Context: an optimization exercise on an open-source flow, tuned for small area, a short achievable clock period and few clock cycles. The choices shown serve that exercise and are no tape-out recipe. The RTL of this run was laid out without a check of its function.

===== design/flow/design.v =====
module msb_pos(x, pos);
input [31:0] x;
output reg [4:0] pos;
integer i;
always @(*)
begin
	pos = 5'd0;
	for (i = 0; i < 32; i = i + 1)
		if (x[i]) pos = i;
end
endmodule
module div_align(rem, dvs, dvs_aligned, bits);
input [31:0] rem, dvs;
output [31:0] dvs_aligned;
output [4:0] bits;           
wire [4:0] msb_r, msb_d;
msb_pos pr(rem, msb_r);
msb_pos pd(dvs, msb_d);
wire [4:0] shift = (msb_r > msb_d) ? (msb_r - msb_d) : 5'd0;
assign dvs_aligned = dvs << shift;
assign bits = shift;
endmodule
module div_step(rem, dvs, q, rem_next);
input [31:0] rem, dvs;
output q;
output [31:0] rem_next;
wire [32:0] d = {1'b0, rem} - {1'b0, dvs};
assign q = ~d[32];
assign rem_next = q ? d[31:0] : rem;
endmodule
module acc_bit(acc, pos, q, acc_next);
input [31:0] acc;
input [4:0] pos;
input q;
output [31:0] acc_next;
wire [31:0] at = 32'd1 << pos;
reg [31:0] run;              
reg [31:0] from;             
integer k;
always @(*)
begin
	from[0] = at[0];
	for (k = 1; k < 32; k = k + 1)
		from[k] = from[k-1] | at[k];
	run[0] = 1'b1;
	for (k = 1; k < 32; k = k + 1)
		run[k] = run[k-1] & (~from[k-1] | acc[k-1]);
end
assign acc_next = acc ^ ({32{q}} & from & run);
endmodule
module Single_Reduction(sum,page_rank,out_deg,clk,reset,start,new_sum,done);
input [31:0] sum;
input [31:0] page_rank;
input [31:0] out_deg;
input clk;
input reset;
input start;
output reg [31:0] new_sum;
output reg [0:0] done;
localparam S_IDLE = 2'd0, S_ALIGN = 2'd1, S_ITER = 2'd2;
reg [1:0] state;
reg [31:0] rem;      
reg [31:0] dvs;      
reg [4:0] cnt;       
wire [31:0] dvs_aligned;
wire [4:0] bits;
wire q;
wire [31:0] rem_next;
wire [31:0] acc_next;
div_align al(rem, dvs, dvs_aligned, bits);
div_step st(rem, dvs, q, rem_next);
acc_bit ac(new_sum, cnt, q, acc_next);
always @(posedge clk, negedge reset)
begin
	if (!reset)
	begin
		state <= S_IDLE;
		done <= 1'b0;
	end
	else
	begin
		done <= 1'b0;
		case (state)
		S_IDLE: if (start) state <= S_ALIGN;
		S_ALIGN: state <= S_ITER;
		S_ITER: if (cnt == 5'd0)
		begin
			state <= S_IDLE;
			done <= 1'b1;
		end
		default: state <= S_IDLE;
		endcase
	end
end
always @(posedge clk)
begin
	case (state)
	S_IDLE:
	begin
		rem <= page_rank;
		dvs <= out_deg;
		new_sum <= sum;
	end
	S_ALIGN:
	begin
		dvs <= dvs_aligned;
		cnt <= bits;
	end
	default:
	begin
		rem <= rem_next;
		dvs <= {1'b0, dvs[31:1]};
		new_sum <= acc_next;
		cnt <= cnt - 5'd1;
	end
	endcase
end
endmodule

===== design/flow/flow/run.sh =====
#!/bin/bash
# Layout flow: the standard flow (standard.sh), with the standard synthesis unchanged, and two
# changes to the layout steps:
#  - the port buffers are sky130_fd_sc_hd__buf_2 (the default pick is a slow delay buffer);
#  - repair_timing works to a setup slack margin, so that it sizes and buffers the critical
#    paths although the 15 ns clock leaves them slack. The SDC and clock period are unchanged.
# Each step's full output goes to a log of its own here; ORFS keeps per-stage logs under orfs/logs.
set -uo pipefail
MARGIN=10.8
bash standard.sh synth > synth.log 2>&1 || exit 1
bash standard.sh BUFFER_PORTS_ARGS="-buffer_cell sky130_fd_sc_hd__buf_2" SETUP_SLACK_MARGIN=$MARGIN finish > layout.log 2>&1 || exit 1

===== design/flow/standard.sh =====
#!/bin/bash
# synth_recipe.tcl (not shown) runs the flow's synth.tcl, then flattens the netlist and writes it again
# the make line also repeats each setting of config.mk as NAME=value (left out here)
make -C /OpenROAD-flow-scripts/flow DESIGN_CONFIG=/design/flow/config.mk WORK_HOME=/design/flow/orfs CLKGATE_MAP_FILE= SYNTH_SCRIPT=/design/flow/synth_recipe.tcl "${@:-finish}"

===== design/flow/config.mk =====
export PLATFORM = sky130hd
export DESIGN_NAME = Single_Reduction
export DESIGN_NICKNAME = Single_Reduction
export VERILOG_FILES = /design/flow/design.v
export SDC_FILE = /design/flow/constraint.sdc
export NUM_CORES = 4
export LEC_CHECK = 0
export ABC_AREA = 1
export CAP_MARGIN = 20
export CORE_MARGIN = 2
export CORE_UTILIZATION = 40
export SLEW_MARGIN = 20

===== design/flow/constraint.sdc =====
create_clock -name core_clock -period 15.0 [get_ports {clk}]
set_input_delay 3.0000 -clock core_clock [delete_from_list [all_inputs] [get_ports {clk}]]
set_output_delay 3.0000 -clock core_clock [all_outputs]
set_load 0.01 [all_outputs]

==> impl_summary.txt <==
----------------------------------------------------
[Outcome]
  Run status ... complete, no violations

[Drt]
  Detailed-routing iteration count for the pre-antenna-repair pass ... 7
  Wire length after detailed routing ... 32300 um
  Count of vias placed by the detailed router ... 10100
  DRC marker count from the first detailed-route iteration ... just under 1000
  WL/cell ... between 15 and 20 um
  Number of nets with antenna violations after detailed routing ... 0
  Routed via count divided by cell count ... between 5 and 6
  Post-route DRC violation count ... 0

[Timing]
  Worst Tran Pin Value ... between 1000 and 1500 ps
  Final hold slack ... roughly 520 ps
  Hold Fails Final Rpt ... 0
  Maximum clock frequency ... roughly 0.21 GHz
  Total setup violations reported at the end of the flow ... 0
  Post-Route Setup TNS ... 0 ps
  Final-report max-slew violation count ... 0
  RSZ-0062 raised after global routing ... true
  Relative slew margins ... about a third
  Period utilization ... between 30% and 40%
  Shortest clock period the worst path allows after layout ... 4700 ps
  Worst clock skew ... 9.31 ps

[Setup path]
  Cell at the slowest stage of the critical path ... sky130_fd_sc_hd__edfxtp_1
  Max FO, Critical Path ... 8
  CP bufs+invs ... 5
  Worst EP required ... 15300 ps
  Data arrival time of the critical path ... 5010 ps
  Critical path startpoint category ... register
  Setup crit end kind ... register
  Critical path start-end classification ... register to register
  Maximum single-stage delay on the critical path ... 410 ps
  Kind of cell adding the most delay to the critical path ... compound AO/OA/AOI/OAI gates

[Synth]
  Number of enable flip-flop cells after synthesis ... 69
  Instance count of the mapped netlist ... 1327
  Number of warning messages in the yosys log ... 3
  Number of distinct standard cells referenced by the synthesized netlist ... 53
  Netlist Area Pre-Place ... 9130 um^2
  Post-synth net total ... 1470
  Sequential share of the synthesized area ... between 30 and 40%
  Dominant register cell in the synthesized netlist ... sky130_fd_sc_hd__edfxtp_1
  Mean instance size in the synthesized netlist ... 6.88 um^2
  Number of synthesized register bits ... 104
  Post-synth ARST share ... 2.88%

[Die]
  I/O Pins ... 132
  Std-Cell Core Area ... 22500 um^2
  Total number of placement rows ... 55
  Die footprint ... 24000 um^2
  Initial core utilization ... 40.6%
  Die outline width ... 155 um
  Die Height ... around 160 um

[Placement]
  Placed Instance Area ... 10000 um^2
  Placer Congestion ... 0.971
  HPWL after detailed placement ... 22100 um
  Number of buffer cells added on primary ports ... 131

[Clock network]
  Post-CTS Hold Fix Bufs ... 0
  CTS tree ... yes
  Clock Tree Root ... sky130_fd_sc_hd__clkbuf_16
  Maximum level of the CTS H-tree ... 3
  Clock latency reported for the late side of the worst-skew pair ... 370 ps
  Number of buffers created by CTS ... 9
  Number of sinks driven by the clock tree ... ~100
  Clock Tree Buf Depth ... 2
  CTS clk-pin slew, worst paths ... about 80 ps

[Final layout]
  Sequential cell area ... roughly 2800 um^2
  Ratio of cells with drive above 1 in the final layout ... 30.3%
  # fillers ... 2120
  Commonest cells after routing, fill and taps aside ... sky130_fd_sc_hd__nand2_1 (287), sky130_fd_sc_hd__inv_1 (142), sky130_fd_sc_hd__buf_2 (131)
  Diode insertion count for antenna repair ... 0
  Combined area of the multi-input logic cells ... 6120 um^2
  P&R area growth vs syn ... 33.0%
  Commonest non-fill, non-tap cell in the layout ... sky130_fd_sc_hd__nand2_1
  Final nets ... 1661
  Final design instance area without fill ... 12100 um^2

[Global route]
  Leftover overflow at the end of global routing ... 0
  All-Layer GR Usage ... 25.7%
  Number of global-route vias before repair ... 9311
  Antenna violations before repair ... 0
  Wire length of the first global-routing pass ... 49300 um
  Largest net degree at the start of global routing ... 93

[Run]
  Max Cap Viol ... 0

[Min path]
  Path type of the worst min-delay path ... register to register

----------------------------------------------------
[path summary, 6_finish.rpt]
path,start,end,slack (ps),depth (start not counted)
worst max-delay path,rem[2]$_DFFE_PP_,dvs[18]$_DFF_P_,10300,33
worst min-delay path,dvs[3]$_DFF_P_,dvs[2]$_DFF_P_,520,2
worst max register to register,rem[2]$_DFFE_PP_,dvs[18]$_DFF_P_,10300,33
worst min register to register,dvs[3]$_DFF_P_,dvs[2]$_DFF_P_,520,2
max in group asynchronous,reset,state[0]$_DFFE_PN0P_,12450,1
min in group asynchronous,reset,state[1]$_DFFE_PN0P_,2420,1
[sequential cells by signal, indices dropped and copies added, names as in the netlist]
register  flops
state         2
done          1
new_sum      32
cnt           5
dvs          32
rem          32
[per-layer routing]
metal	part of all wire (%)	vias to the layer above	GRT usage (%)
met5	0	-	0
met4	4.1	0	10.6
met3	7.6	114	4.12
met2	46	463	42.1
met1	42	4584	33.8
li1	-	4896	-
[what timing repair did]
action                                  4_1_cts  5_1_grt
resized for setup                           220      114
cloned                                       16        2
endpoints found under the setup margin       78       85
pin swaps                                    40       59
setup buffers                                50       26
[through the flow]
step,util (%),setup slack [ps],std cells
floorplan,-,10880,1327
detailed placement,44.5,9450,1698
finish,53.9,10300,1808
global route,53.9,9900,1808
global placement,44.5,9490,1698
CTS,51.2,10530,1780
[logic make-up (layout without fill, tap and decap cells)]
family	after synthesis	in the layout	synth area share, %
xor+xnor	59	59	5.66
compound gates	355	355	21.8
buf+inv	227	422	9.57
simple gates	534	535	25.8
mux	4	4	0.439
flops	104	104	30.5
fa+ha+maj	44	44	6.20
[final cells by class]
| type | count | share of cell area, % |
|---|---|---|
| well taps | 285 | 2.94 |
| inverters | 172 | 5.99 |
| flip-flops and latches | 104 | 23.0 |
| clock inverters | 6 | 0.598 |
| multi-input cells | 997 | 50.5 |
| repair buffers | 226 | 14.2 |
| repair inverters | 8 | 0.711 |
| clock buffers | 10 | 2.06 |
[Yosys cell counts, drive strengths merged, types with 2 or more instances]
cell | n | area share (%)
nand2 | 323 | 13
o21ai | 213 | 12
inv | 170 | 7.0
nor2 | 103 | 4.9
edfxtp | 69 | 23
a21oi | 61 | 3.3
nand3 | 49 | 2.9
clkbuf | 46 | 1.9
ha | 42 | 5.8
xor2 | 40 | 3.8
dfxtp | 32 | 7.0
a22oi | 29 | 2.4
nand4 | 24 | 2.3
xnor2 | 19 | 1.8
nor3 | 17 | 0.99
nor4 | 12 | 0.82
o21bai | 10 | 0.86
buf | 9 | 0.60
o211ai | 8 | 0.66
a31oi | 7 | 0.48
o221ai | 7 | 0.67
a21boi | 6 | 0.49
o22ai | 5 | 0.34
mux2i | 4 | 0.44
or2 | 4 | 0.27
dfrtp | 3 | 0.82
clkinv | 2 | 0.082
fa | 2 | 0.44
o31ai | 2 | 0.16
[worst min-delay path, cell delays in order (launching register included)]
cell                      delay, ps
sky130_fd_sc_hd__dfxtp_2        350
sky130_fd_sc_hd__a22oi_1         90
sky130_fd_sc_hd__nand2_1         60

==> re-timing with driven ports <==
The results above use ideal ports. As a check the final layout listed here was re-extracted and re-timed, cells and wires unchanged. Step 1, drivers: a clkbuf_16 drives clk and a buf_2 each remaining input, both assumed. Step 2 also shifts input and output timing later by t, the mid clock arrival at the registers, as if the neighbouring blocks saw the same clock. a / b / c = no drivers / after step 1 / after step 2; a / b = the first two.
shift t [ns]: 0.406
setup slack, ns: 10.296 / 10.296 / 10.296
cell pins on the clock port's net: 1
After both steps setup and hold are still met in this run. For this run, drivers alone change the setup slack by 0.000 ns; drivers and shift together by 0.000 ns.
